This design comes from an exercise in tuning for small area, a short achievable clock period and few clock cycles per item on the open sky130 flow, not from production work. Where RTL was checked, it was by simulation tests only, not by an equivalence proof against the original. Function not checked in runs 1 and 2: the RTL went through the layout flow alone.

==> flow/design.v, too long to show whole: its modules and the start of the top module <==
// module phase_rom: 1092 lines
// module cordicManager: 133 lines
// module pfx_add: 25 lines
module cordicManager (
  input           clk_i,
  input           nrst_i,
  input   [23:0]  freq_i,
  input           theta_iteration_valid_i,
  input   [11:0]  theta_iteration_i,
  output          dt_Ticks_valid_o,
  output          next_dt_Ticks_o,
  output  [15:0]  dt_Ticks_o
);
  // ...
==> flow/run.sh <==
#!/bin/bash
# synth_recipe.tcl (not shown) runs the flow's synth.tcl, then flattens the netlist and writes it again
# the make line also repeats each setting of config.mk as NAME=value (left out here)
make -C /OpenROAD-flow-scripts/flow DESIGN_CONFIG=/design/flow/config.mk WORK_HOME=/design/flow/orfs CLKGATE_MAP_FILE= SYNTH_SCRIPT=/design/flow/synth_recipe.tcl finish
==> flow/config.mk <==
export PLATFORM = sky130hd
export DESIGN_NAME = cordicManager
export DESIGN_NICKNAME = cordicManager
export VERILOG_FILES = /design/flow/design.v
export SDC_FILE = /design/flow/constraint.sdc
export NUM_CORES = 4
export LEC_CHECK = 0
export CAP_MARGIN = 20
export CORE_MARGIN = 2
export CORE_UTILIZATION = 40
export SLEW_MARGIN = 20
export SYNTH_MEMORY_MAX_BITS = 65536
==> flow/constraint.sdc <==
create_clock -name core_clock -period 8.0 [get_ports {clk_i}]
set_input_delay 1.6000 -clock core_clock [delete_from_list [all_inputs] [get_ports {clk_i}]]
set_output_delay 1.6000 -clock core_clock [all_outputs]
set_load 0.01 [all_outputs]
==> flow_summary_export.csv, run 1 <==
group,metric,value,unit
timing,layout_worst_path_cycle_share,97.5,%
setup_path,crit_buf_inv,7,
floorplan,die_area,49800,µm²
yosys,netlist_cell_types,105,
global_routing,globalRoute.busiestLayer,"met2",
yosys,synthMuxAreaShare,3.15,%
timing,final-setup-viol-count,0,
status,run_status,"no timing/DRC/antenna violations",
floorplan,initial_core_util,40.4,%
finish,register_containing_the_most_flip_flops_in_the_final_layout,"ws_r",
yosys,synth_adder_area_share,24.6,%
global_routing,grt_pass1_wl,119000,µm
finish,largestRegisters,"ws_r x25, wc_r x24",
clock_tree,cts_post_setup_buffers_inserted,3,
routing,met2_length,36700,µm
setup_path,criticalPathCategory,"flip-flop to flip-flop",
timing,timing.final.ws_setup,0.198,ns
clock_tree,cts_tree,"built",
global_routing,grt_usage,31.1,%
setup_path,reg2reg_slack,0.20,ns
yosys,syn_inst,2515,
yosys,synth.top_cell.area_share,13.3,%
finish,largest_register_ff_count,25,
global_routing,globalRouteMet2Util,52.7,%
routing,met3RoutedLength,5460,µm
timing,timing.setup.tns,0,ns
routing,route.vias.total,20500,
routing,initialDrtViolationCount,2052,
finish,finish.cell_count_without_fillers,3370,
timing,max_freq,128,MHz
setup_path,rr_startpoint,"fb_r[2]$_DFF_P_",
setup_path,worstSetupEndpointType,"flip-flop",
finish,utilization,49.0,%
routing,avgViaCountPerCell,6.08,
global_routing,vias_in_the_first_global_route,20200,
yosys,synth.most_common_cell,"sky130_fd_sc_hd__nor2_1",
worst_hold_path,count_of_cells_along_the_worst_hold_path,0,
==> module cordicManager, before the edit <==
module cordicManager (
  input           clk_i,
  input           nrst_i,
  input   [23:0]  freq_i,
  input           theta_iteration_valid_i,
  input   [11:0]  theta_iteration_i,
  output          dt_Ticks_valid_o,
  output          next_dt_Ticks_o,
  output  [15:0]  dt_Ticks_o
);
localparam S  = 3;                   
localparam NC = (18 + S - 1) / S;    
localparam FB = S * NC;              
localparam [24:0] C1 = 25'd6588397;
localparam [24:0] C2 = 25'd13176794;
reg         busy_r, fin_r, vo_r;
reg [2:0]   cnt_r;                   
wire start_w = theta_iteration_valid_i & ~busy_r & ~fin_r;
always @(posedge clk_i or negedge nrst_i) begin
  if (~nrst_i) begin
    busy_r <= 1'b0;
    fin_r  <= 1'b0;
    vo_r   <= 1'b0;
    cnt_r  <= 3'd0;
  end else begin
    vo_r <= 1'b0;
    if (start_w) begin
      busy_r <= 1'b1;
      cnt_r  <= 3'd0;
    end else if (busy_r) begin
      cnt_r <= cnt_r + 3'd1;
      if (cnt_r == NC) begin
        busy_r <= 1'b0;
        fin_r  <= 1'b1;
        vo_r   <= 1'b1;
      end
    end else if (fin_r & ~theta_iteration_valid_i) begin
      fin_r <= 1'b0;
    end
  end
end
assign dt_Ticks_valid_o = vo_r;
assign next_dt_Ticks_o  = fin_r & ~theta_iteration_valid_i;
wire [14:0] rom_w;
phase_rom rom_uut (.theta_i(theta_iteration_i[10:0]), .phase_o(rom_w));
reg  [14:0] ph_r;
reg  [S-1:0] fb_r;                   
wire [FB-1:0] fpad_w = {{(FB-18){1'b0}}, freq_i[17:0]};
wire [2:0]  fidx_w = start_w ? 3'd0 : cnt_r + 3'd1;
function [S-1:0] fsel;
  input [2:0]    idx;
  input [FB-1:0] f;
  integer k;
  begin
    fsel = f[FB-1 -: S];
    for (k = 1; k < NC; k = k + 1)
      if (idx == k) fsel = f[FB-1-S*k -: S];
  end
endfunction
wire [S-1:0] fsel_w = fsel(fidx_w, fpad_w);
always @(posedge clk_i) begin
  ph_r <= rom_w;
  fb_r <= fsel_w;
end
function [51:0] srt_step;
  input [24:0] ws;
  input [24:0] wc;
  input        b;
  input [14:0] ph;
  reg [24:0] a, c, d, s1, c1, kc, s2, c2;
  reg [4:0]  est;
  reg        qp2, qp1, qm1;
  begin
    a   = {ws[23:0], 1'b0};
    c   = {wc[23:0], 1'b0};
    d   = b ? {3'b000, ph, 7'b0} : 25'd0;
    est = a[24:20] + c[24:20] + {3'b000, d[21:20]};
    qp2 = ~est[4] & est[3];                          
    qp1 = ~est[4] & ~est[3] & (est[2] | est[1]);     
    qm1 = est[4] & ~(est[3] & est[2]);               
    kc  = qp2 ? ~C2 : qp1 ? ~C1 : qm1 ? C1 : 25'd0;  
    s1  = a ^ c ^ d;
    c1  = {(a[23:0] & c[23:0]) | (a[23:0] & d[23:0]) | (c[23:0] & d[23:0]), 1'b0};
    s2  = s1 ^ c1 ^ kc;
    c2  = {(s1[23:0] & c1[23:0]) | (s1[23:0] & kc[23:0]) | (c1[23:0] & kc[23:0]), qp2 | qp1};
    srt_step = {qp2 | qp1, qp2 | ~(qp1 | qm1), s2, c2};
  end
endfunction
reg  [24:0] ws_r, wc_r;
reg  [17:0] dhi_r, dlo_r;            
wire [24:0] ws_w [0:S];
wire [24:0] wc_w [0:S];
wire [S-1:0] dhi_w, dlo_w;
assign ws_w[0] = ws_r;
assign wc_w[0] = wc_r;
genvar g;
generate
  for (g = 0; g < S; g = g + 1) begin : STEP
    wire [51:0] r_w = srt_step(ws_w[g], wc_w[g], fb_r[S-1-g], ph_r);
    assign dhi_w[S-1-g] = r_w[51];
    assign dlo_w[S-1-g] = r_w[50];
    assign ws_w[g+1]    = r_w[49:25];
    assign wc_w[g+1]    = r_w[24:0];
  end
endgenerate
always @(posedge clk_i) begin
  ws_r  <= start_w ? 25'd0 : ws_w[S];
  wc_r  <= start_w ? 25'd0 : wc_w[S];
  dhi_r <= {dhi_r[17-S:0], dhi_w};
  dlo_r <= {dlo_r[17-S:0], dlo_w};
end
wire [24:0] w_w;
pfx_add #(25) add_w (.a_i(ws_r), .b_i(wc_r), .c_i(1'b0), .s_o(w_w));
wire        neg_w = w_w[24];
wire [22:0] r_w;
pfx_add #(23) add_r (.a_i(w_w[22:0]), .b_i(neg_w ? C1[22:0] : 23'd0), .c_i(1'b0), .s_o(r_w));
wire [17:0] qt_w;
pfx_add #(18) add_q (.a_i(dlo_r), .b_i({dhi_r[16:0], 1'b0}), .c_i(~neg_w), .s_o(qt_w));
reg  [16:0] qt_r;
reg  [2:0]  ge_r;
always @(posedge clk_i) begin
  qt_r <= qt_w[16:0];
  ge_r <= {r_w >= 23'd3598724, r_w >= 23'd203017, r_w >= 23'd3395707};
end
wire sel1_w = (qt_r > 17'd41721)  | ((qt_r == 17'd41721)  & ge_r[0]);
wire sel2_w = (qt_r > 17'd83443)  | ((qt_r == 17'd83443)  & ge_r[1]);
wire sel3_w = (qt_r > 17'd125164) | ((qt_r == 17'd125164) & ge_r[2]);
wire [16:0] qj_w = sel3_w ? 17'd125164 : sel2_w ? 17'd83443 : sel1_w ? 17'd41721 : 17'd0;
wire        bw_w = sel3_w ? ~ge_r[2] : sel2_w ? ~ge_r[1] : sel1_w & ~ge_r[0];
wire [16:0] dt_w;
pfx_add #(17) add_dt (.a_i(qt_r), .b_i(~qj_w), .c_i(~bw_w), .s_o(dt_w));
assign dt_Ticks_o = dt_w[15:0];
endmodule
==> run 2: changes to the inputs <==
--- a/flow/design.v
+++ b/flow/design.v
@@ -1,5 +1,7 @@
-module phase_rom(
+module phase_lut(
     input  [10:0] theta_i,
-    output [14:0] phase_o
+    output [14:0] base_o,
+    output [10:0] slope_o,
+    output [8:0]  res_o
 );
 function [25:0] seg_tab;
@@ -1086,8 +1088,6 @@
     end
 endfunction
-wire [25:0] seg_w = seg_tab(theta_i[10:3]);
-wire [8:0] res_w = res_tab(theta_i);
-wire [13:0] lin_w = seg_w[10:0] * theta_i[2:0];
-assign phase_o = seg_w[25:11] + lin_w[13:3] + res_w;
+assign {base_o, slope_o} = seg_tab(theta_i[10:3]);
+assign res_o = res_tab(theta_i);
 endmodule
 `timescale 1ns / 1ps
@@ -1102,11 +1102,7 @@
   output  [15:0]  dt_Ticks_o
 );
-localparam S  = 3;                   
-localparam NC = (18 + S - 1) / S;    
-localparam FB = S * NC;              
-localparam [24:0] C1 = 25'd6588397;
-localparam [24:0] C2 = 25'd13176794;
+localparam [26:0] C1 = 27'd6588397;
 reg         busy_r, fin_r, vo_r;
-reg [2:0]   cnt_r;                   
+reg [3:0]   cnt_r;
 wire start_w = theta_iteration_valid_i & ~busy_r & ~fin_r;
 always @(posedge clk_i or negedge nrst_i) begin
@@ -1115,13 +1111,13 @@
     fin_r  <= 1'b0;
     vo_r   <= 1'b0;
-    cnt_r  <= 3'd0;
+    cnt_r  <= 4'd0;
   end else begin
     vo_r <= 1'b0;
     if (start_w) begin
       busy_r <= 1'b1;
-      cnt_r  <= 3'd0;
+      cnt_r  <= 4'd0;
     end else if (busy_r) begin
-      cnt_r <= cnt_r + 3'd1;
-      if (cnt_r == NC) begin
+      cnt_r <= cnt_r + 4'd1;
+      if (cnt_r == 4'd11) begin
         busy_r <= 1'b0;
         fin_r  <= 1'b1;
@@ -1135,93 +1131,168 @@
 assign dt_Ticks_valid_o = vo_r;
 assign next_dt_Ticks_o  = fin_r & ~theta_iteration_valid_i;
-wire [14:0] rom_w;
-phase_rom rom_uut (.theta_i(theta_iteration_i[10:0]), .phase_o(rom_w));
+wire [14:0] base_w;
+wire [10:0] slope_w;
+wire [8:0]  res_w;
+phase_lut lut_uut (.theta_i(theta_iteration_i[10:0]), .base_o(base_w), .slope_o(slope_w), .res_o(res_w));
+reg  [14:0] base_r;
+reg  [10:0] slope_r;
+reg  [8:0]  res_r;
+reg  [2:0]  tlo_r;
+always @(posedge clk_i) begin
+  base_r  <= base_w;
+  slope_r <= slope_w;
+  res_r   <= res_w;
+  tlo_r   <= theta_iteration_i[2:0];
+end
+function [35:0] csa;                 
+  input [17:0] x, y, z;
+  begin
+    csa = {x ^ y ^ z, (x[16:0] & y[16:0]) | (x[16:0] & z[16:0]) | (y[16:0] & z[16:0]), 1'b0};
+  end
+endfunction
+wire [17:0] pp0_w = tlo_r[0] ? {7'd0, slope_r}       : 18'd0;
+wire [17:0] pp1_w = tlo_r[1] ? {6'd0, slope_r, 1'b0} : 18'd0;
+wire [17:0] pp2_w = tlo_r[2] ? {5'd0, slope_r, 2'b0} : 18'd0;
+wire [35:0] cs1_w = csa({base_r, 3'd0}, {6'd0, res_r, 3'd0}, pp0_w);
+wire [35:0] cs2_w = csa(cs1_w[35:18], cs1_w[17:0], pp1_w);
+wire [35:0] cs3_w = csa(cs2_w[35:18], cs2_w[17:0], pp2_w);
+wire [17:0] phx_w;
+pfx_add #(18) add_ph (.a_i(cs3_w[35:18]), .b_i(cs3_w[17:0]), .c_i(1'b0), .s_o(phx_w));
+wire [14:0] phn_w = phx_w[17:3];
 reg  [14:0] ph_r;
-reg  [S-1:0] fb_r;                   
-wire [FB-1:0] fpad_w = {{(FB-18){1'b0}}, freq_i[17:0]};
-wire [2:0]  fidx_w = start_w ? 3'd0 : cnt_r + 3'd1;
-function [S-1:0] fsel;
-  input [2:0]    idx;
-  input [FB-1:0] f;
-  integer k;
+always @(posedge clk_i) ph_r <= phn_w;
+wire [20:0] fp_w = {2'b00, freq_i[17:0], 1'b0};
+function [2:0] fbits;                
+  input [3:0]  cnt;
+  input [20:0] fp;
   begin
-    fsel = f[FB-1 -: S];
-    for (k = 1; k < NC; k = k + 1)
-      if (idx == k) fsel = f[FB-1-S*k -: S];
+    case (cnt)
+      4'd1:    fbits = fp[18:16];
+      4'd2:    fbits = fp[16:14];
+      4'd3:    fbits = fp[14:12];
+      4'd4:    fbits = fp[12:10];
+      4'd5:    fbits = fp[10:8];
+      4'd6:    fbits = fp[8:6];
+      4'd7:    fbits = fp[6:4];
+      4'd8:    fbits = fp[4:2];
+      4'd9:    fbits = fp[2:0];
+      default: fbits = fp[20:18];
+    endcase
   end
 endfunction
-wire [S-1:0] fsel_w = fsel(fidx_w, fpad_w);
+wire [2:0]  bd_w   = fbits(cnt_r, fp_w);
+wire        bneg_w = bd_w[2] & ~(bd_w[1] & bd_w[0]);
+wire        bone_w = bd_w[1] ^ bd_w[0];
+wire        btwo_w = (bd_w == 3'b011) | (bd_w == 3'b100);
+wire [14:0] phm_w  = (cnt_r == 4'd0) ? phn_w : ph_r;
+wire [26:0] mag_w  = (bone_w | (cnt_r == 4'd0)) ? {5'd0, phm_w, 7'd0} :
+                     btwo_w                      ? {4'd0, phm_w, 8'd0} : 27'd0;
+reg  [26:0] db_r;
+reg         dneg_r;
 always @(posedge clk_i) begin
-  ph_r <= rom_w;
-  fb_r <= fsel_w;
+  if (cnt_r == 4'd0) begin
+    db_r   <= freq_i[17] ? mag_w : 27'd0;
+    dneg_r <= 1'b0;
+  end else begin
+    db_r   <= bneg_w ? ~mag_w : mag_w;
+    dneg_r <= bneg_w;
+  end
 end
-function [51:0] srt_step;
-  input [24:0] ws;
-  input [24:0] wc;
-  input        b;
-  input [14:0] ph;
-  reg [24:0] a, c, d, s1, c1, kc, s2, c2;
-  reg [4:0]  est;
-  reg        qp2, qp1, qm1;
+function [26:0] qc_vec;              
+  input [3:0] q;
   begin
-    a   = {ws[23:0], 1'b0};
-    c   = {wc[23:0], 1'b0};
-    d   = b ? {3'b000, ph, 7'b0} : 25'd0;
-    est = a[24:20] + c[24:20] + {3'b000, d[21:20]};
-    qp2 = ~est[4] & est[3];                          
-    qp1 = ~est[4] & ~est[3] & (est[2] | est[1]);     
-    qm1 = est[4] & ~(est[3] & est[2]);               
-    kc  = qp2 ? ~C2 : qp1 ? ~C1 : qm1 ? C1 : 25'd0;  
-    s1  = a ^ c ^ d;
-    c1  = {(a[23:0] & c[23:0]) | (a[23:0] & d[23:0]) | (c[23:0] & d[23:0]), 1'b0};
-    s2  = s1 ^ c1 ^ kc;
-    c2  = {(s1[23:0] & c1[23:0]) | (s1[23:0] & kc[23:0]) | (c1[23:0] & kc[23:0]), qp2 | qp1};
-    srt_step = {qp2 | qp1, qp2 | ~(qp1 | qm1), s2, c2};
+    case (q)
+      4'd4:    qc_vec = ~(C1 * 4);
+      4'd3:    qc_vec = ~(C1 * 3);
+      4'd2:    qc_vec = ~(C1 * 2);
+      4'd1:    qc_vec = ~C1;
+      4'd15:   qc_vec = C1;
+      4'd14:   qc_vec = C1 * 2;
+      4'd13:   qc_vec = C1 * 3;
+      4'd12:   qc_vec = C1 * 4;
+      default: qc_vec = 27'd0;
+    endcase
   end
 endfunction
-reg  [24:0] ws_r, wc_r;
-reg  [17:0] dhi_r, dlo_r;            
-wire [24:0] ws_w [0:S];
-wire [24:0] wc_w [0:S];
-wire [S-1:0] dhi_w, dlo_w;
-assign ws_w[0] = ws_r;
-assign wc_w[0] = wc_r;
-genvar g;
-generate
-  for (g = 0; g < S; g = g + 1) begin : STEP
-    wire [51:0] r_w = srt_step(ws_w[g], wc_w[g], fb_r[S-1-g], ph_r);
-    assign dhi_w[S-1-g] = r_w[51];
-    assign dlo_w[S-1-g] = r_w[50];
-    assign ws_w[g+1]    = r_w[49:25];
-    assign wc_w[g+1]    = r_w[24:0];
+function sum_neg;
+  input [5:0] x, y, k;
+  reg   [5:0] hs, hc, g, p;
+  reg         c5;
+  begin
+    hs = x ^ y ^ k;
+    hc = {(x[4:0] & y[4:0]) | (x[4:0] & k[4:0]) | (y[4:0] & k[4:0]), 1'b0};
+    g  = hs & hc;
+    p  = hs | hc;
+    c5 = g[4] | (p[4] & g[3]) | (p[4] & p[3] & g[2]) | (p[4] & p[3] & p[2] & g[1]) |
+         (p[4] & p[3] & p[2] & p[1] & g[0]);
+    sum_neg = hs[5] ^ hc[5] ^ c5;
+  end
+endfunction
+function [3:0] qsel;
+  input [5:0] x, y;
+  reg [7:0] t;                       
+  begin
+    t[0] = ~sum_neg(x, y, 6'd12);
+    t[1] = ~sum_neg(x, y, 6'd9);
+    t[2] = ~sum_neg(x, y, 6'd6);
+    t[3] = ~sum_neg(x, y, 6'd3);
+    t[4] = ~sum_neg(x, y, 6'd63);
+    t[5] = ~sum_neg(x, y, 6'd60);
+    t[6] = ~sum_neg(x, y, 6'd57);
+    t[7] = ~sum_neg(x, y, 6'd54);
+    qsel = t[7] ? 4'd4 : t[6] ? 4'd3 : t[5] ? 4'd2 : t[4] ? 4'd1 : t[3] ? 4'd0 :
+           t[2] ? 4'd15 : t[1] ? 4'd14 : t[0] ? 4'd13 : 4'd12;
   end
-endgenerate
+endfunction
+reg  [24:0] ws_r, wc_r;
+reg  [17:0] qa_r;                    
+reg  [3:0]  qd_r;                    
+wire [26:0] a_w   = {ws_r, 2'b00};
+wire [26:0] c_w   = {wc_r, 1'b0, dneg_r};
+wire [26:0] s1_w  = a_w ^ c_w ^ db_r;
+wire [26:0] c1_w  = {(a_w[25:0] & c_w[25:0]) | (a_w[25:0] & db_r[25:0]) | (c_w[25:0] & db_r[25:0]), 1'b0};
+wire [3:0]  q_w   = qsel(s1_w[26:21], c1_w[26:21]);
+wire [26:0] kc_w  = qc_vec(q_w);
+wire [26:0] s2_w  = s1_w ^ c1_w ^ kc_w;
+wire [26:0] c2_w  = {(s1_w[25:0] & c1_w[25:0]) | (s1_w[25:0] & kc_w[25:0]) | (c1_w[25:0] & kc_w[25:0]),
+                     ~q_w[3] & (q_w != 4'd0)};
+wire [17:0] qsum_w;
+pfx_add #(18) add_qs (.a_i({qa_r[15:0], 2'b00}), .b_i({{14{qd_r[3]}}, qd_r}), .c_i(1'b0), .s_o(qsum_w));
 always @(posedge clk_i) begin
-  ws_r  <= start_w ? 25'd0 : ws_w[S];
-  wc_r  <= start_w ? 25'd0 : wc_w[S];
-  dhi_r <= {dhi_r[17-S:0], dhi_w};
-  dlo_r <= {dlo_r[17-S:0], dlo_w};
+  if (cnt_r == 4'd0) begin
+    ws_r <= 25'd0;
+    wc_r <= 25'd0;
+    qa_r <= 18'd0;
+    qd_r <= 4'd0;
+  end else begin
+    ws_r <= s2_w[24:0];
+    wc_r <= c2_w[24:0];
+    qa_r <= qsum_w;
+    qd_r <= q_w;
+  end
 end
 wire [24:0] w_w;
 pfx_add #(25) add_w (.a_i(ws_r), .b_i(wc_r), .c_i(1'b0), .s_o(w_w));
-wire        neg_w = w_w[24];
-wire [22:0] r_w;
-pfx_add #(23) add_r (.a_i(w_w[22:0]), .b_i(neg_w ? C1[22:0] : 23'd0), .c_i(1'b0), .s_o(r_w));
-wire [17:0] qt_w;
-pfx_add #(18) add_q (.a_i(dlo_r), .b_i({dhi_r[16:0], 1'b0}), .c_i(~neg_w), .s_o(qt_w));
-reg  [16:0] qt_r;
-reg  [2:0]  ge_r;
+wire signed [24:0] ws_s = w_w;
+wire f0_w = ~w_w[24];
+wire a1_w = ws_s >= 25'sd3395707;
+wire a2_w = ws_s >= 25'sd203017;
+wire a3_w = ws_s >= 25'sd3598724;
+wire b1_w = ws_s >= -25'sd3192690;
+wire b2_w = ws_s >= -25'sd6385380;
+wire b3_w = ws_s >= -25'sd2989673;
+wire s1_sel = (qsum_w >= 18'd41723)  | ((qsum_w == 18'd41722)  & b1_w) | ((qsum_w == 18'd41721)  & a1_w);
+wire s2_sel = (qsum_w >= 18'd83445)  | ((qsum_w == 18'd83444)  & b2_w) | ((qsum_w == 18'd83443)  & a2_w);
+wire s3_sel = (qsum_w >= 18'd125166) | ((qsum_w == 18'd125165) & b3_w) | ((qsum_w == 18'd125164) & a3_w);
+wire [15:0] kj_w = s3_sel ? (a3_w ? 16'd5908  : b3_w ? 16'd5907  : 16'd5906)  :
+                   s2_sel ? (a2_w ? 16'd47629 : b2_w ? 16'd47628 : 16'd47627) :
+                   s1_sel ? (a1_w ? 16'd23815 : b1_w ? 16'd23814 : 16'd23813) :
+                            (f0_w ? 16'd0     : 16'd65535);
+reg  [15:0] qr_r, kj_r;
 always @(posedge clk_i) begin
-  qt_r <= qt_w[16:0];
-  ge_r <= {r_w >= 23'd3598724, r_w >= 23'd203017, r_w >= 23'd3395707};
+  qr_r <= qsum_w[15:0];
+  kj_r <= kj_w;
 end
-wire sel1_w = (qt_r > 17'd41721)  | ((qt_r == 17'd41721)  & ge_r[0]);
-wire sel2_w = (qt_r > 17'd83443)  | ((qt_r == 17'd83443)  & ge_r[1]);
-wire sel3_w = (qt_r > 17'd125164) | ((qt_r == 17'd125164) & ge_r[2]);
-wire [16:0] qj_w = sel3_w ? 17'd125164 : sel2_w ? 17'd83443 : sel1_w ? 17'd41721 : 17'd0;
-wire        bw_w = sel3_w ? ~ge_r[2] : sel2_w ? ~ge_r[1] : sel1_w & ~ge_r[0];
-wire [16:0] dt_w;
-pfx_add #(17) add_dt (.a_i(qt_r), .b_i(~qj_w), .c_i(~bw_w), .s_o(dt_w));
-assign dt_Ticks_o = dt_w[15:0];
+pfx_add #(16) add_dt (.a_i(qr_r), .b_i(kj_r), .c_i(1'b0), .s_o(dt_Ticks_o));
 endmodule
 module pfx_add #(parameter W = 8) (
==> flow_summary_export.csv, run 2 <==
group,metric,value,unit
status,run_status,"no timing/DRC/antenna violations",
routing,avgRoutedWirePerCell,23.7,µm
floorplan,initial_core_util,40.6,%
finish,layout-drive-gt1-share,5.24,%
finish,design.final.nets,2827,
clock_tree,cts_tree,"built",
yosys,synth.top_cell.area_share,17.2,%
global_routing,vias_in_the_first_global_route,19800,
yosys,ys_ff_latch,173,
timing,max_slew_margin,26.7,%
finish,most_common_library_cell_in_the_layout_ignoring_fill_and_taps,"sky130_fd_sc_hd__nand2_1",
timing,max_freq,178,MHz
clock_tree,worst_skew_pair_later_pin_latency,0.45,ns
clock_tree,path_clk_slew,0.07,ns
floorplan,ios,57,
global_routing,grt_pass1_wl,118000,µm
worst_hold_path,worstHoldPathType,"flip-flop to flip-flop",
finish,final_cell_mix,"sky130_fd_sc_hd__nand2_1 (262), sky130_fd_sc_hd__nor2_1 (241), sky130_fd_sc_hd__a21oi_1 (232), sky130_fd_sc_hd__o21ai_0 (214), sky130_fd_sc_hd__inv_1 (173)",
floorplan,fp-row-count,80,
routing,drt_drc_violations_left,0,
timing,finalHoldViolations,0,
setup_path,cp_data_arrival_time,4.01,ns
routing,route.vias.total,20500,
yosys,synth_compound_area_share,30.2,%
yosys,post_synth.cell_area_avg,7.28,µm²
finish,fillCellCount,5012,
finish,register_containing_the_most_flip_flops_in_the_final_layout,"ws_r",
floorplan,die_height,224,µm
yosys,synth_edf_count,0,
floorplan,die_width,224,µm
yosys,synth.largest_area_cell,"sky130_fd_sc_hd__dfxtp_1",
yosys,synth_adder_area_share,16.5,%
setup_path,timing.reg2reg.worst_path_depth,17,
clock_tree,postCtsResizedCells,0,
routing,drtPass1Iterations,6,
clock_tree,cts.sink_count,173,
clock_tree,cts_post_setup_buffers_inserted,0,
setup_path,worst-path-max-fanout,2,
setup_path,criticalPathCategory,"flip-flop to primary output",
finish,multi_input_area,14500,µm²
timing,slew_viol_final,0,
yosys,syn_nets,2907,
place,buffer_ports.inserted,49,
global_routing,initial_antenna_violation_count,2,
finish,largest_register_ff_count,25,
place,half_perimeter_wire_length_after_placement,56000,µm
routing,avgViaCountPerCell,6.40,
finish,largestRegisters,"ws_r x25, wc_r x24, db_r x18",
setup_path,critical_path.startpoint_type,"flip-flop",
global_routing,overall_overflow_remaining_after_global_route,0,
yosys,synthesis.area,19400,µm²
routing,initialDrtViolationCount,2443,
job,timing.max_cap.violations,0,
floorplan,die_area,50200,µm²
clock_tree,quantity_of_hold_fixing_buffers_added_after_cts,0,
yosys,synth_simple_gate_area_share,23.0,%
timing,fin_worst_skew,0.0103,ns
finish,layout-area-overhead-vs-synth,7.14,%
place,dp_worst_setup_slack,2.41,ns
floorplan,core_area,47700,µm²
yosys,synthTopCellsByCount,"sky130_fd_sc_hd__nand2_1 (262), sky130_fd_sc_hd__nor2_1 (243), sky130_fd_sc_hd__a21oi_1 (232)",
finish,final-seq-area,3500,µm²
yosys,syn_inst,2661,
worst_hold_path,count_of_cells_along_the_worst_hold_path,1,
clock_tree,clk_path_buf_depth,2,
clock_tree,ctsHtreeMaxLevel,4,
timing,layout_worst_path_cycle_share,70.1,%
finish,antenna_cells,0,
setup_path,worstSetupEndpointType,"primary output",
timing,final-setup-viol-count,0,
yosys,netlist_cell_types,112,
timing,least_margin_pin_slew,1.10,ns
yosys,synth-xor-area-share,3.16,%
yosys,synthesis.yosys.warnings,5,
setup_path,timing.critical_path.required,6.40,ns
yosys,synthMuxAreaShare,1.91,%
timing,min_period,5.61,ns
global_routing,grt_usage,30.0,%
yosys,synth_top_flop_cell,"sky130_fd_sc_hd__dfxtp_1",
routing,finalWirelength,76000,µm
yosys,synthArstFlopShare,4.05,%
setup_path,rr_startpoint,"db_r[22]$_DFF_P_",
yosys,synth_area_leaders,"sky130_fd_sc_hd__dfxtp_1 (17%), sky130_fd_sc_hd__ha_1 (8.8%), sky130_fd_sc_hd__fa_1 (7.2%), sky130_fd_sc_hd__a21oi_1 (6.0%), sky130_fd_sc_hd__o21ai_0 (5.5%)",
yosys,synth.most_common_cell,"sky130_fd_sc_hd__nand2_1",
timing,timing.setup.tns,0,ns
worst_hold_path,hold_path_startpoint,"base_r[14]$_SDFF_PN0_",
yosys,largest_family_of_logic_cells_by_synthesized_area,"compound AO/OA/AOI/OAI gates",
clock_tree,cts_buffers,17,
clock_tree,cts-root-buf,"sky130_fd_sc_hd__clkbuf_16",
timing,unrepaired_setup_endpoints_after_global_routing,"false",
routing,ant_nets,0,
place,finalWeightedCongestion,0.985,
yosys,synth_seq_area_share,18.1,%
global_routing,grt_max_degree,147,
setup_path,crit_start,"qr_r[0]$_DFF_P_",
timing,timing.final.ws_setup,2.39,ns
## run 2: per-layer routing
| layer | vias to the layer above | GRT usage (%) | part of all wire, % |
|---|---|---|---|
| met2 | 1040 | 48.3 | 45 |
| met4 | 4 | 17.0 | 6.1 |
| met3 | 263 | 4.87 | 8.0 |
| met1 | 9763 | 38.3 | 41 |
| met5 | - | 0 | 0.036 |
| li1 | 9452 | - | - |
## run 2: cells by family (layout without fill, tap and decap cells)
family / after synthesis / count (layout)
adder cells (fa/ha/maj): 215 / 215
flip-flops: 173 / 173
buffers and inverters: 358 / 291
AND/OR/NAND/NOR: 927 / 927
AO/OA/AOI/OAI: 891 / 891
multiplexers: 30 / 30
XOR/XNOR: 67 / 67
## run 2: final timing paths
path / endpoint / slack [ns]
worst max-delay path: dt_Ticks_o[14] / 2.39
worst min-delay path: ph_r[14]$_DFF_P_ / 0.45
worst max register to register: ws_r[19]$_SDFF_PP0_ / 2.73
worst min register to register: ph_r[14]$_DFF_P_ / 0.45
max in group asynchronous: cnt_r[1]$_DFFE_PN0P_ / 6.36
min in group asynchronous: vo_r$_DFF_PN0_ / 1.41
## run 2: cell type report
type | count | area share (%)
multi-input cells | 2130 | 69.8
well taps | 615 | 3.71
inverters | 179 | 3.24
clock buffers | 19 | 2.13
repair buffers | 80 | 3.42
clock inverters | 13 | 0.826
flip-flops and latches | 173 | 16.9
## run 2: worst max-delay path, stage by stage (launching register included)
cell                              delay, ns
sky130_fd_sc_hd__dfxtp_1               0.32
sky130_fd_sc_hd__ha_1                  0.16
sky130_fd_sc_hd__inv_1                 0.05
sky130_fd_sc_hd__fa_1                  0.40
sky130_fd_sc_hd__nor2b_1               0.12
sky130_fd_sc_hd__o21ai_0               0.11
sky130_fd_sc_hd__a21boi_0              0.26
sky130_fd_sc_hd__o21ai_0               0.14
sky130_fd_sc_hd__a21boi_0              0.23
sky130_fd_sc_hd__o21ai_0               0.13
sky130_fd_sc_hd__a21boi_0              0.25
sky130_fd_sc_hd__o21ai_0               0.14
sky130_fd_sc_hd__a21oi_1               0.22
sky130_fd_sc_hd__nor2_1                0.10
sky130_fd_sc_hd__o311ai_0              0.32
sky130_fd_sc_hd__clkdlybuf4s50_1       0.60
## run 2: through the flow
stage                     hold WS [ns]  instance area (µm²)  cells  util [%]
after floorplan                  0.403                19400   2661         -
after global placement           0.443                20100   3177      42.2
after detailed placement         0.444                20100   3177      42.2
after CTS                        0.453                20800   3209      43.5
after global routing             0.471                20800   3209      43.5
final                            0.449                20800   3209      43.5
==> run 3: changes to the inputs <==
--- a/flow/design.v
+++ b/flow/design.v
@@ -1119,5 +1119,5 @@
     end else if (busy_r) begin
       cnt_r <= cnt_r + 4'd1;
-      if (cnt_r == 4'd11) begin
+      if (cnt_r == 4'd10) begin
         busy_r <= 1'b0;
         fin_r  <= 1'b1;
@@ -1168,14 +1168,13 @@
   begin
     case (cnt)
-      4'd1:    fbits = fp[18:16];
-      4'd2:    fbits = fp[16:14];
-      4'd3:    fbits = fp[14:12];
-      4'd4:    fbits = fp[12:10];
-      4'd5:    fbits = fp[10:8];
-      4'd6:    fbits = fp[8:6];
-      4'd7:    fbits = fp[6:4];
-      4'd8:    fbits = fp[4:2];
-      4'd9:    fbits = fp[2:0];
-      default: fbits = fp[20:18];
+      4'd1:    fbits = fp[16:14];
+      4'd2:    fbits = fp[14:12];
+      4'd3:    fbits = fp[12:10];
+      4'd4:    fbits = fp[10:8];
+      4'd5:    fbits = fp[8:6];
+      4'd6:    fbits = fp[6:4];
+      4'd7:    fbits = fp[4:2];
+      4'd8:    fbits = fp[2:0];
+      default: fbits = fp[18:16];
     endcase
   end
@@ -1186,16 +1185,11 @@
 wire        btwo_w = (bd_w == 3'b011) | (bd_w == 3'b100);
 wire [14:0] phm_w  = (cnt_r == 4'd0) ? phn_w : ph_r;
-wire [26:0] mag_w  = (bone_w | (cnt_r == 4'd0)) ? {5'd0, phm_w, 7'd0} :
-                     btwo_w                      ? {4'd0, phm_w, 8'd0} : 27'd0;
+wire [26:0] mag_w  = bone_w ? {5'd0, phm_w, 7'd0} :
+                     btwo_w ? {4'd0, phm_w, 8'd0} : 27'd0;
 reg  [26:0] db_r;
 reg         dneg_r;
 always @(posedge clk_i) begin
-  if (cnt_r == 4'd0) begin
-    db_r   <= freq_i[17] ? mag_w : 27'd0;
-    dneg_r <= 1'b0;
-  end else begin
-    db_r   <= bneg_w ? ~mag_w : mag_w;
-    dneg_r <= bneg_w;
-  end
+  db_r   <= bneg_w ? ~mag_w : mag_w;
+  dneg_r <= bneg_w;
 end
 function [26:0] qc_vec;              
@@ -1261,5 +1255,5 @@
 always @(posedge clk_i) begin
   if (cnt_r == 4'd0) begin
-    ws_r <= 25'd0;
+    ws_r <= freq_i[17] ? {3'd0, phn_w, 7'd0} : 25'd0;
     wc_r <= 25'd0;
     qa_r <= 18'd0;
@@ -1289,10 +1283,9 @@
                    s1_sel ? (a1_w ? 16'd23815 : b1_w ? 16'd23814 : 16'd23813) :
                             (f0_w ? 16'd0     : 16'd65535);
-reg  [15:0] qr_r, kj_r;
-always @(posedge clk_i) begin
-  qr_r <= qsum_w[15:0];
-  kj_r <= kj_w;
-end
-pfx_add #(16) add_dt (.a_i(qr_r), .b_i(kj_r), .c_i(1'b0), .s_o(dt_Ticks_o));
+wire [15:0] dt_w;
+pfx_add #(16) add_dt (.a_i(qsum_w[15:0]), .b_i(kj_w), .c_i(1'b0), .s_o(dt_w));
+reg  [15:0] dt_r;
+always @(posedge clk_i) dt_r <= dt_w;
+assign dt_Ticks_o = dt_r;
 endmodule
 module pfx_add #(parameter W = 8) (
--- a/flow/config.mk
+++ b/flow/config.mk
@@ -6,4 +6,5 @@
 export NUM_CORES = 4
 export LEC_CHECK = 0
+export ABC_AREA = 1
 export CAP_MARGIN = 20
 export CORE_MARGIN = 2
==> flow_summary_export.csv, run 3 <==
group,metric,value,unit
status,run_status,"no timing/DRC/antenna violations",
clock_tree,cts_post_setup_buffers_inserted,0,
finish,register_containing_the_most_flip_flops_in_the_final_layout,"ws_r",
yosys,synthArstFlopShare,4.32,%
finish,design.final.nets,3438,
finish,fillCellCount,5159,
timing,hold_ws,0.545,ns
timing,least_margin_pin_slew,1.10,ns
yosys,synth.largest_area_cell,"sky130_fd_sc_hd__dfxtp_1",
yosys,synth_seq_area_share,16.9,%
yosys,synthTopCellsByCount,"sky130_fd_sc_hd__nand2_1 (770), sky130_fd_sc_hd__inv_1 (551), sky130_fd_sc_hd__nor2_1 (339)",
setup_path,cp_data_arrival_time,6.11,ns
routing,drt_drc_violations_left,0,
clock_tree,cts-root-buf,"sky130_fd_sc_hd__clkbuf_16",
clock_tree,quantity_of_hold_fixing_buffers_added_after_cts,0,
clock_tree,cts.sink_count,162,
routing,avgRoutedWirePerCell,22.3,µm
floorplan,fp-row-count,80,
global_routing,initial_antenna_violation_count,1,
routing,finalWirelength,85100,µm
clock_tree,path_clk_slew,0.08,ns
worst_hold_path,worstHoldPathType,"flip-flop to flip-flop",
timing,max_slew_margin,25.7,%
routing,drtPass1Iterations,9,
global_routing,grt_max_degree,65,
setup_path,reg2reg_slack,2.27,ns
clock_tree,cts_buffers,17,
timing,unrepaired_setup_endpoints_after_global_routing,"false",
floorplan,initial_core_util,40.6,%
routing,initialDrtViolationCount,2711,
timing,slew_viol_final,0,
timing,fin_worst_skew,0.0172,ns
clock_tree,clk_path_buf_depth,2,
yosys,synth_edf_count,0,
clock_tree,postCtsResizedCells,0,
timing,finalHoldViolations,0,
setup_path,critical_path_most_common_cell,"sky130_fd_sc_hd__nand2_1",
finish,largestRegisters,"ws_r x25, wc_r x24, db_r x18",
floorplan,die_area,50200,µm²
yosys,ys_ff_latch,162,
finish,utilization,44.6,%
floorplan,core_area,47700,µm²
finish,layout-area-overhead-vs-synth,9.81,%
yosys,syn_inst,3163,
yosys,synth_area_leaders,"sky130_fd_sc_hd__dfxtp_1 (16%), sky130_fd_sc_hd__nand2_1 (15%), sky130_fd_sc_hd__inv_1 (11%), sky130_fd_sc_hd__ha_1 (9.0%), sky130_fd_sc_hd__fa_1 (7.2%)",
finish,largest_register_ff_count,25,
routing,route.vias.total,22100,
clock_tree,worst_skew_pair_later_pin_latency,0.45,ns
timing,timing.final.ws_setup,2.27,ns
floorplan,die_width,224,µm
yosys,netlist_cell_types,72,
yosys,post_synth.cell_area_avg,6.13,µm²
yosys,synth_top_flop_cell,"sky130_fd_sc_hd__dfxtp_1",
finish,final_cell_mix,"sky130_fd_sc_hd__nand2_1 (770), sky130_fd_sc_hd__inv_1 (549), sky130_fd_sc_hd__nor2_1 (333), sky130_fd_sc_hd__o21ai_0 (207), sky130_fd_sc_hd__nand3_1 (175)",
yosys,synthesis.area,19400,µm²
clock_tree,ctsHtreeMaxLevel,4,
timing,final-setup-viol-count,0,
global_routing,vias_in_the_first_global_route,21700,
place,buffer_ports.inserted,49,
global_routing,grt_usage,33.8,%
floorplan,die_height,224,µm
job,timing.max_cap.violations,0,
setup_path,cpMaxStageDelayCell,"sky130_fd_sc_hd__dfxtp_1",
timing,timing.setup.tns,0,ns
setup_path,timing.critical_path.required,8.38,ns
setup_path,max_stage_delay,0.78,ns
routing,ant_nets,0,
yosys,synthesis.yosys.warnings,5,
global_routing,grt_pass1_wl,129000,µm
floorplan,ios,57,
timing,max_freq,175,MHz
finish,most_common_library_cell_in_the_layout_ignoring_fill_and_taps,"sky130_fd_sc_hd__nand2_1",
place,finalWeightedCongestion,1.05,
routing,avgViaCountPerCell,5.79,
place,half_perimeter_wire_length_after_placement,65900,µm
yosys,synth.top_cell.area_share,16.0,%
timing,min_period,5.73,ns
setup_path,critical_path.startpoint_type,"flip-flop",
place,dp_worst_setup_slack,2.32,ns
yosys,synth.most_common_cell,"sky130_fd_sc_hd__nand2_1",
setup_path,worstSetupEndpointType,"flip-flop",
finish,layout-drive-gt1-share,5.78,%
global_routing,overall_overflow_remaining_after_global_route,0,
timing,layout_worst_path_cycle_share,71.6,%
setup_path,worst-path-max-fanout,16,
yosys,syn_nets,3411,
clock_tree,cts_tree,"built",
setup_path,criticalPathCategory,"flip-flop to flip-flop",
## run 3: path summary, 6_finish.rpt
kind,from,to,cells after the start
min,cnt_r[0]$_DFFE_PN0P_,cnt_r[0]$_DFFE_PN0P_,1
max in group asynchronous,nrst_i,cnt_r[1]$_DFFE_PN0P_,1
max reg2reg,qd_r[3]$_SDFF_PP0_,dt_r[14]$_DFF_P_,34
min reg2reg,cnt_r[0]$_DFFE_PN0P_,cnt_r[0]$_DFFE_PN0P_,1
min in group asynchronous,nrst_i,fin_r$_DFFE_PN0P_,1
max,qd_r[3]$_SDFF_PP0_,dt_r[14]$_DFF_P_,34
## run 3: critical path: cells and delay by family, from the launching register on
family,cells,cell delay (ns)
and+or+nand+nor,21,2.20
xor gates and xnor gates,1,0.13
adders and majority gates,3,1.09
AOI/OAI and AO/OA,7,1.19
buffers and inverters,2,0.23
DFF,1,0.78
## run 3: per-layer routing
layer / track usage [%] / routed length, µm / vias up
li1: - / - / 10300
met4: 19.7 / 5590 / 0
met3: 6.22 / 7100 / 339
met5: 0 / 0 / -
met1: 40.9 / 33900 / 10300
met2: 56.1 / 38600 / 1127
## run 3: area by class of cell
type,count,area (µm²),share of cell area [%]
inverter,566,2120,9.98
clock inverter,15,190,0.894
timing repair buffer,101,868,4.08
tap,615,769,3.62
sequential,162,3280,15.4
clock buffer,17,425,2.00
multi-input combinational,2342,13600,64.0
antenna,1,2.50,0.0118
## run 3: cell families after synthesis
family	share of synthesized area (%)
and+or+nand+nor	32.0
buffers and inverters	12.9
AOI/OAI and AO/OA	18.9
adders and majority gates	16.2
DFF	16.9
xor gates and xnor gates	2.89
muxes	0.155
## run 3: per-stage QoR
stage / instance area, µm² / cells
detailed placement: 20700 / 3786
floorplan: 19400 / 3163
finish: 21300 / 3819
CTS: 21300 / 3818
global route: 21300 / 3818
global placement: 20700 / 3786
Testbench counts of run 3, summed over its fixed seeds: cycles 7,160, items 512.
==> run 4: changes to the inputs <==
--- a/flow/config.mk
+++ b/flow/config.mk
@@ -10,4 +10,5 @@
 export CORE_MARGIN = 2
 export CORE_UTILIZATION = 40
+export SETUP_SLACK_MARGIN = 4
 export SLEW_MARGIN = 20
 export SYNTH_MEMORY_MAX_BITS = 65536
==> flow_summary_export.csv, run 4 <==
group,metric,value,unit
finish,design.final.nets,3612,
clock_tree,cts_tree,"built",
floorplan,die_height,224,µm
routing,route.vias.total,23200,
yosys,synthesis.yosys.warnings,5,
routing,avgRoutedWirePerCell,22.3,µm
yosys,synth.most_common_cell,"sky130_fd_sc_hd__nand2_1",
yosys,netlist_cell_types,72,
floorplan,die_width,224,µm
yosys,syn_nets,3411,
yosys,synth_top_flop_cell,"sky130_fd_sc_hd__dfxtp_1",
place,place.detailed.instances,3782,
yosys,post_synth.cell_area_avg,6.13,µm²
yosys,synthArstFlopShare,4.32,%
clock_tree,cts_buffers,17,
timing,unrepaired_setup_endpoints_after_global_routing,"true",
global_routing,overall_overflow_remaining_after_global_route,0,
clock_tree,quantity_of_hold_fixing_buffers_added_after_cts,0,
global_routing,grt_max_degree,67,
global_routing,met1_usage,41.0,%
floorplan,fp-row-count,80,
finish,most_common_library_cell_in_the_layout_ignoring_fill_and_taps,"sky130_fd_sc_hd__nand2_1",
routing,drtPass1Iterations,7,
timing,max_freq,214,MHz
clock_tree,ctsHtreeMaxLevel,4,
place,half_perimeter_wire_length_after_placement,63000,µm
timing,least_margin_pin_slew,1.00,ns
finish,utilization,52.4,%
global_routing,vias_in_the_first_global_route,22600,
setup_path,critical_path_most_common_cell,"sky130_fd_sc_hd__buf_6",
job,timing.max_cap.violations,0,
timing,slew_viol_final,0,
routing,avgViaCountPerCell,5.82,
setup_path,max_stage_delay,0.39,ns
yosys,ys_ff_latch,162,
setup_path,timing.critical_path.required,8.34,ns
timing,max_slew_margin,33.2,%
routing,drt_drc_violations_left,0,
global_routing,initial_antenna_violation_count,1,
yosys,synth_edf_count,0,
place,finalWeightedCongestion,1.08,
worst_hold_path,worstHoldPathType,"flip-flop to flip-flop",
setup_path,critical_path.startpoint_type,"flip-flop",
finish,final_cell_mix,"sky130_fd_sc_hd__nand2_1 (691), sky130_fd_sc_hd__inv_1 (496), sky130_fd_sc_hd__nor2_1 (296), sky130_fd_sc_hd__buf_4 (187), sky130_fd_sc_hd__o21ai_0 (168)",
finish,largestRegisters,"ws_r x25, wc_r x24, db_r x18",
place,buffer_ports.inserted,49,
yosys,syn_inst,3163,
routing,initialDrtViolationCount,2764,
setup_path,worstSetupEndpointType,"flip-flop",
setup_path,cpMaxStageDelayCell,"sky130_fd_sc_hd__dfxtp_4",
yosys,synth.top_cell.area_share,16.0,%
yosys,synthTopCellsByCount,"sky130_fd_sc_hd__nand2_1 (770), sky130_fd_sc_hd__inv_1 (551), sky130_fd_sc_hd__nor2_1 (339)",
timing,timing.setup.tns,0,ns
yosys,synth_area_leaders,"sky130_fd_sc_hd__dfxtp_1 (16%), sky130_fd_sc_hd__nand2_1 (15%), sky130_fd_sc_hd__inv_1 (11%), sky130_fd_sc_hd__ha_1 (9.0%), sky130_fd_sc_hd__fa_1 (7.2%)",
timing,final-setup-viol-count,0,
finish,layout-drive-gt1-share,22.4,%
clock_tree,worst_skew_pair_later_pin_latency,0.45,ns
clock_tree,clk_path_buf_depth,2,
finish,finish.cell_count_without_fillers,3993,
floorplan,die_area,50200,µm²
routing,ant_nets,0,
floorplan,initial_core_util,40.6,%
finish,largest_register_ff_count,25,
place,placement.cell_area,20900,µm²
global_routing,globalRoute.busiestLayer,"met2",
finish,final_design_area_no_fill,25000,µm²
timing,min_period,4.68,ns
setup_path,worst-path-max-fanout,7,
clock_tree,cts.sink_count,162,
yosys,synth.largest_area_cell,"sky130_fd_sc_hd__dfxtp_1",
timing,layout_worst_path_cycle_share,58.5,%
status,run_status,"no timing/DRC/antenna violations",
timing,fin_worst_skew,0.0205,ns
floorplan,core_area,47700,µm²
global_routing,grt_usage,34.3,%
floorplan,ios,57,
yosys,synth_seq_area_share,16.9,%
setup_path,cp_data_arrival_time,5.03,ns
global_routing,grt_pass1_wl,132000,µm
finish,register_containing_the_most_flip_flops_in_the_final_layout,"ws_r",
routing,finalWirelength,89100,µm
finish,layout-area-overhead-vs-synth,29.1,%
timing,finalHoldViolations,0,
global_routing,use_met3,5.75,%
clock_tree,path_clk_slew,0.08,ns
yosys,synthesis.area,19400,µm²
setup_path,criticalPathCategory,"flip-flop to flip-flop",
clock_tree,cts-root-buf,"sky130_fd_sc_hd__clkbuf_16",
global_routing,globalRouteMet2Util,57.5,%
[run 4: cell counts after synthesis]
No cell type changed its count.
[run 4: timing repair]
item                                    in CTS  in global routing
pin swaps                                  117                120
buffers inserted                           116                 60
gates cloned                                 1                  1
endpoints found under the setup margin      80                 83
resized for setup                          334                232
[run 4: kinds of logic after synthesis]
group | after synthesis | synth area share [%]
AOI/OAI and AO/OA | 608 | 18.9
muxes | 3 | 0.155
adders and majority gates | 209 | 16.2
xor gates and xnor gates | 57 | 2.89
buffers and inverters | 659 | 12.9
DFF | 162 | 16.9
and+or+nand+nor | 1465 | 32.0
[run 4: layer usage]
metal | routed length [µm] | up-vias
li1 | - | 10700
met1 | 33400 | 10800
met2 | 41000 | 1334
met3 | 7760 | 419
met4 | 6900 | 0
met5 | 0 | -
[run 4: worst paths after layout]
check / from / to / slack [ns] / cells past startpoint
max: qd_r[3]$_SDFF_PP0_ / dt_r[8]$_DFF_P_ / 3.32 / 33
min: cnt_r[0]$_DFFE_PN0P_ / cnt_r[0]$_DFFE_PN0P_ / 0.55 / 1
max reg2reg: qd_r[3]$_SDFF_PP0_ / dt_r[8]$_DFF_P_ / 3.32 / 33
min reg2reg: cnt_r[0]$_DFFE_PN0P_ / cnt_r[0]$_DFFE_PN0P_ / 0.55 / 1
max in group asynchronous: nrst_i / cnt_r[2]$_DFFE_PN0P_ / 6.35 / 1
min in group asynchronous: nrst_i / cnt_r[1]$_DFFE_PN0P_ / 1.40 / 1
[run 4: layout make-up]
cell class	count	area, µm²
sequential	162	3310
inverter	566	2210
fill	4680	22700
tap	615	769
antenna	1	2.50
multi-input combinational	2342	15700
clock buffer	18	439
timing repair buffer	275	2410
clock inverter	14	159
[run 4: critical path: cells and delay by family, from the launching register on]
family                   cells  cell delay (ns)
AO/OA/AOI/OAI                3             0.32
XOR/XNOR                     2             0.33
adder cells (fa/ha/maj)      3             0.71
buffers and inverters       11             1.30
flip-flops                   1             0.39
AND/OR/NAND/NOR             14             1.52
[run 4: per-stage QoR]
step	hold WS, ns	setup slack (ns)
after floorplan	0.484	3.82
after global placement	0.515	2.81
after detailed placement	0.536	2.81
after CTS	0.555	3.51
after global routing	0.592	3.11
final	0.549	3.32
==> run 5: changes to the inputs <==
--- a/flow/config.mk
+++ b/flow/config.mk
@@ -10,5 +10,5 @@
 export CORE_MARGIN = 2
 export CORE_UTILIZATION = 40
-export SETUP_SLACK_MARGIN = 4
+export SETUP_SLACK_MARGIN = 3
 export SLEW_MARGIN = 20
 export SYNTH_MEMORY_MAX_BITS = 65536
==> flow_summary_export.csv, run 5 <==
group,metric,value,unit
timing,slew_viol_final,0,
clock_tree,path_clk_slew,0.07,ns
setup_path,criticalPathCategory,"input port to flip-flop",
finish,final-seq-area,3290,µm²
yosys,synth_seq_area_share,16.9,%
global_routing,grt_usage,33.8,%
worst_hold_path,worstHoldPathType,"flip-flop to flip-flop",
yosys,netlist_cell_types,72,
worst_hold_path,hold_path_startpoint,"cnt_r[0]$_DFFE_PN0P_",
yosys,synth_compound_area_share,18.9,%
routing,avgRoutedWirePerCell,22.5,µm
floorplan,die_area,50200,µm²
floorplan,ios,57,
clock_tree,cts_buffers,17,
floorplan,core_area,47700,µm²
yosys,syn_nets,3411,
yosys,synthMuxAreaShare,0.155,%
global_routing,overall_overflow_remaining_after_global_route,0,
clock_tree,cts-root-buf,"sky130_fd_sc_hd__clkbuf_16",
yosys,synth-xor-area-share,2.89,%
routing,route.vias.total,22400,
setup_path,worstSetupEndpointType,"flip-flop",
routing,drt_drc_violations_left,0,
global_routing,grt_max_degree,65,
setup_path,cp_data_arrival_time,5.26,ns
global_routing,initial_antenna_violation_count,1,
finish,final_design_area_no_fill,22300,µm²
routing,drtPass1Iterations,6,
timing,unrepaired_setup_endpoints_after_global_routing,"true",
yosys,synth_simple_gate_area_share,32.0,%
clock_tree,cts_tree,"built",
timing,max_slew_margin,28.8,%
setup_path,rr_startpoint,"qd_r[3]$_SDFF_PP0_",
yosys,synth.top_cell.area_share,16.0,%
clock_tree,cts.sink_count,162,
routing,ant_nets,0,
place,half_perimeter_wire_length_after_placement,65900,µm
timing,max_freq,203,MHz
routing,initialDrtViolationCount,2695,
clock_tree,quantity_of_hold_fixing_buffers_added_after_cts,0,
global_routing,grt_pass1_wl,130000,µm
routing,finalWirelength,86400,µm
yosys,synthArstFlopShare,4.32,%
clock_tree,ctsHtreeMaxLevel,4,
place,buffer_ports.inserted,49,
finish,most_common_library_cell_in_the_layout_ignoring_fill_and_taps,"sky130_fd_sc_hd__nand2_1",
setup_path,worst-path-max-fanout,10,
setup_path,reg2reg_slack,3.22,ns
timing,fin_worst_skew,0.0189,ns
setup_path,critical_path_most_common_cell,"sky130_fd_sc_hd__o21ai_0",
yosys,synth.most_common_cell,"sky130_fd_sc_hd__nand2_1",
finish,layout-area-overhead-vs-synth,15.2,%
floorplan,die_height,224,µm
setup_path,timing.reg2reg.worst_path_depth,29,
finish,multi_input_area,14500,µm²
yosys,syn_inst,3163,
setup_path,timing.critical_path.required,8.34,ns
finish,final_cell_mix,"sky130_fd_sc_hd__nand2_1 (743), sky130_fd_sc_hd__inv_1 (542), sky130_fd_sc_hd__nor2_1 (310), sky130_fd_sc_hd__o21ai_0 (203), sky130_fd_sc_hd__nand3_1 (173)",
timing,layout_worst_path_cycle_share,61.6,%
yosys,synth_area_leaders,"sky130_fd_sc_hd__dfxtp_1 (16%), sky130_fd_sc_hd__nand2_1 (15%), sky130_fd_sc_hd__inv_1 (11%), sky130_fd_sc_hd__ha_1 (9.0%), sky130_fd_sc_hd__fa_1 (7.2%)",
finish,design.final.nets,3463,
setup_path,worst_r2r_end,"dt_r[13]$_DFF_P_",
timing,least_margin_pin_slew,1.06,ns
clock_tree,worst_skew_pair_later_pin_latency,0.45,ns
timing,timing.setup.tns,0,ns
yosys,largest_family_of_logic_cells_by_synthesized_area,"simple AND/OR/NAND/NOR gates",
finish,register_containing_the_most_flip_flops_in_the_final_layout,"ws_r",
finish,fillCellCount,5003,
timing,finalHoldViolations,0,
timing,min_period,4.93,ns
setup_path,max_stage_delay,0.88,ns
yosys,synth_top_flop_cell,"sky130_fd_sc_hd__dfxtp_1",
place,placement.cell_area,20700,µm²
yosys,synth_adder_area_share,16.2,%
finish,largest_register_ff_count,25,
finish,layout-drive-gt1-share,10.7,%
yosys,synth.largest_area_cell,"sky130_fd_sc_hd__dfxtp_1",
yosys,ys_ff_latch,162,
setup_path,critical_path.startpoint_type,"input port",
setup_path,cpMaxStageDelayCell,"sky130_fd_sc_hd__clkdlybuf4s50_1",
timing,final-setup-viol-count,0,
yosys,post_synth.cell_area_avg,6.13,µm²
setup_path,path_cells,"clkdlybuf4s50_1 > ha_1 > inv_1 > ha_1 > nand2_1 > o21ai_0 > a221oi_1 > o22ai_1 > nand2_1 > o21ai_0 > o21ai_0 > nand4_1 > o21ai_1 > inv_1",
place,finalWeightedCongestion,1.05,
worst_hold_path,hold_path_end,"cnt_r[0]$_DFFE_PN0P_",
clock_tree,clk_path_buf_depth,2,
routing,avgViaCountPerCell,5.82,
worst_hold_path,count_of_cells_along_the_worst_hold_path,1,
yosys,synth_edf_count,0,
global_routing,vias_in_the_first_global_route,21700,
yosys,synthesis.area,19400,µm²
floorplan,die_width,224,µm
floorplan,fp-row-count,80,
job,timing.max_cap.violations,0,
floorplan,initial_core_util,40.6,%
yosys,synthesis.yosys.warnings,5,
finish,largestRegisters,"ws_r x25, wc_r x24, db_r x18",
status,run_status,"no timing/DRC/antenna violations",
yosys,synthTopCellsByCount,"sky130_fd_sc_hd__nand2_1 (770), sky130_fd_sc_hd__inv_1 (551), sky130_fd_sc_hd__nor2_1 (339)",
[run 5: cell counts after synthesis]
No cell type changed its count.
[run 5: how the worst max path moves through the flow]
stage                         startpoint          endpoint  slack (ns)  cells after the start
floorplan             qd_r[3]$_SDFF_PP0_  dt_r[14]$_DFF_P_        3.24                     34
global placement      qd_r[3]$_SDFF_PP0_  dt_r[14]$_DFF_P_        2.34                     34
detailed placement    qd_r[3]$_SDFF_PP0_  dt_r[14]$_DFF_P_        2.32                     34
CTS                   qd_r[3]$_SDFF_PP0_  dt_r[13]$_DFF_P_        3.00                     31
global route          qd_r[3]$_SDFF_PP0_  dt_r[13]$_DFF_P_        2.87                     29
finish              theta_iteration_i[0]  res_r[0]$_DFF_P_        3.07                     14
[run 5: cell families (layout without fill, tap and decap cells)]
family | after synthesis | in the layout
mux | 3 | 3
compound gates | 608 | 608
other cells | 0 | 1
simple gates | 1465 | 1465
flops | 162 | 162
buf+inv | 659 | 724
xor+xnor | 57 | 57
fa+ha+maj | 209 | 209
[run 5: per-layer routing]
metal | GRT usage, % | wire length, µm | vias to the layer above
met2 | 56.2 | 39100 | 1184
met4 | 19.8 | 5880 | 2
met5 | 0 | 13 | -
li1 | - | - | 10400
met3 | 6.24 | 7130 | 373
met1 | 40.9 | 34300 | 10400
[run 5: through the flow]
| step | hold WS (ns) | setup slack (ns) | util [%] | instances |
|---|---|---|---|---|
| 2_1_floorplan | 0.482 | 3.24 | - | 3163 |
| 3_3_place_gp | 0.527 | 2.34 | 43.3 | 3786 |
| 3_5_place_dp | 0.536 | 2.32 | 43.3 | 3786 |
| 4_1_cts | 0.546 | 3.00 | 44.8 | 3822 |
| 5_1_grt | 0.585 | 2.87 | 46.8 | 3843 |
| 6_report | 0.545 | 3.07 | 46.8 | 3844 |
[run 5: layout make-up]
cell class	instances	share of cell area (%)
Multi-Input combinational cell	2342	64.7
Sequential cell	162	14.7
Inverter	566	9.51
Timing Repair Buffer	126	4.80
Tap cell	615	3.45
Clock buffer	17	1.91
Clock inverter	15	0.852
Antenna cell	1	0.0112
[run 5: what timing repair did]
action | 4_1_cts | 5_1_grt
gates resized for setup | 19 | 174
buffers inserted | 4 | 21
endpoints found under the setup margin | 16 | 27
pin swaps | 1 | 27
[run 5: worst max-delay path: cells and delay by family]
family,cells,cell delay (ns)
buffers and inverters,3,1.21
adder cells (fa/ha/maj),2,0.89
AO/OA/AOI/OAI,6,1.25
AND/OR/NAND/NOR,3,0.29

==> what the ideal ports hide <==
In the flow no input, the clock included, has a driving cell. The finished layouts below were timed again as built, in two steps. Step 1 assumes that a clkbuf_16 drives the clock port and a buf_2 every other input. Step 2 adds t to the input delays and takes it off the output delays; t is the mean of the earliest and latest rising clock arrival at the registers after step 1. Input paths then give back, and output paths get back, about the clock's delay inside the block. Slacks: ideal ports / drivers / drivers and shift; pairs: ideal ports / drivers.
run | shift t [ns] | setup slack, ns | clock arrival spread, ns | cell pins on the clock port's net
run 1 | 0.479 | 0.198 / 0.198 / -0.231 | 0.011 / 0.011 | 1
run 2 | 0.503 | 2.391 / 2.336 / 2.147 | 0.012 / 0.012 | 1
run 3 | 0.494 | 2.273 / 2.273 / 2.273 | 0.018 / 0.018 | 1
run 4 | 0.496 | 3.317 / 3.317 / 3.317 | 0.020 / 0.021 | 1
run 5 | 0.500 | 3.075 / 3.070 / 2.570 | 0.019 / 0.020 | 1
Met with ideal ports but missed after step 2: setup timing in run 1. For run 5, which loses most, drivers alone change the setup slack by -0.005 ns; drivers and shift together by -0.505 ns.
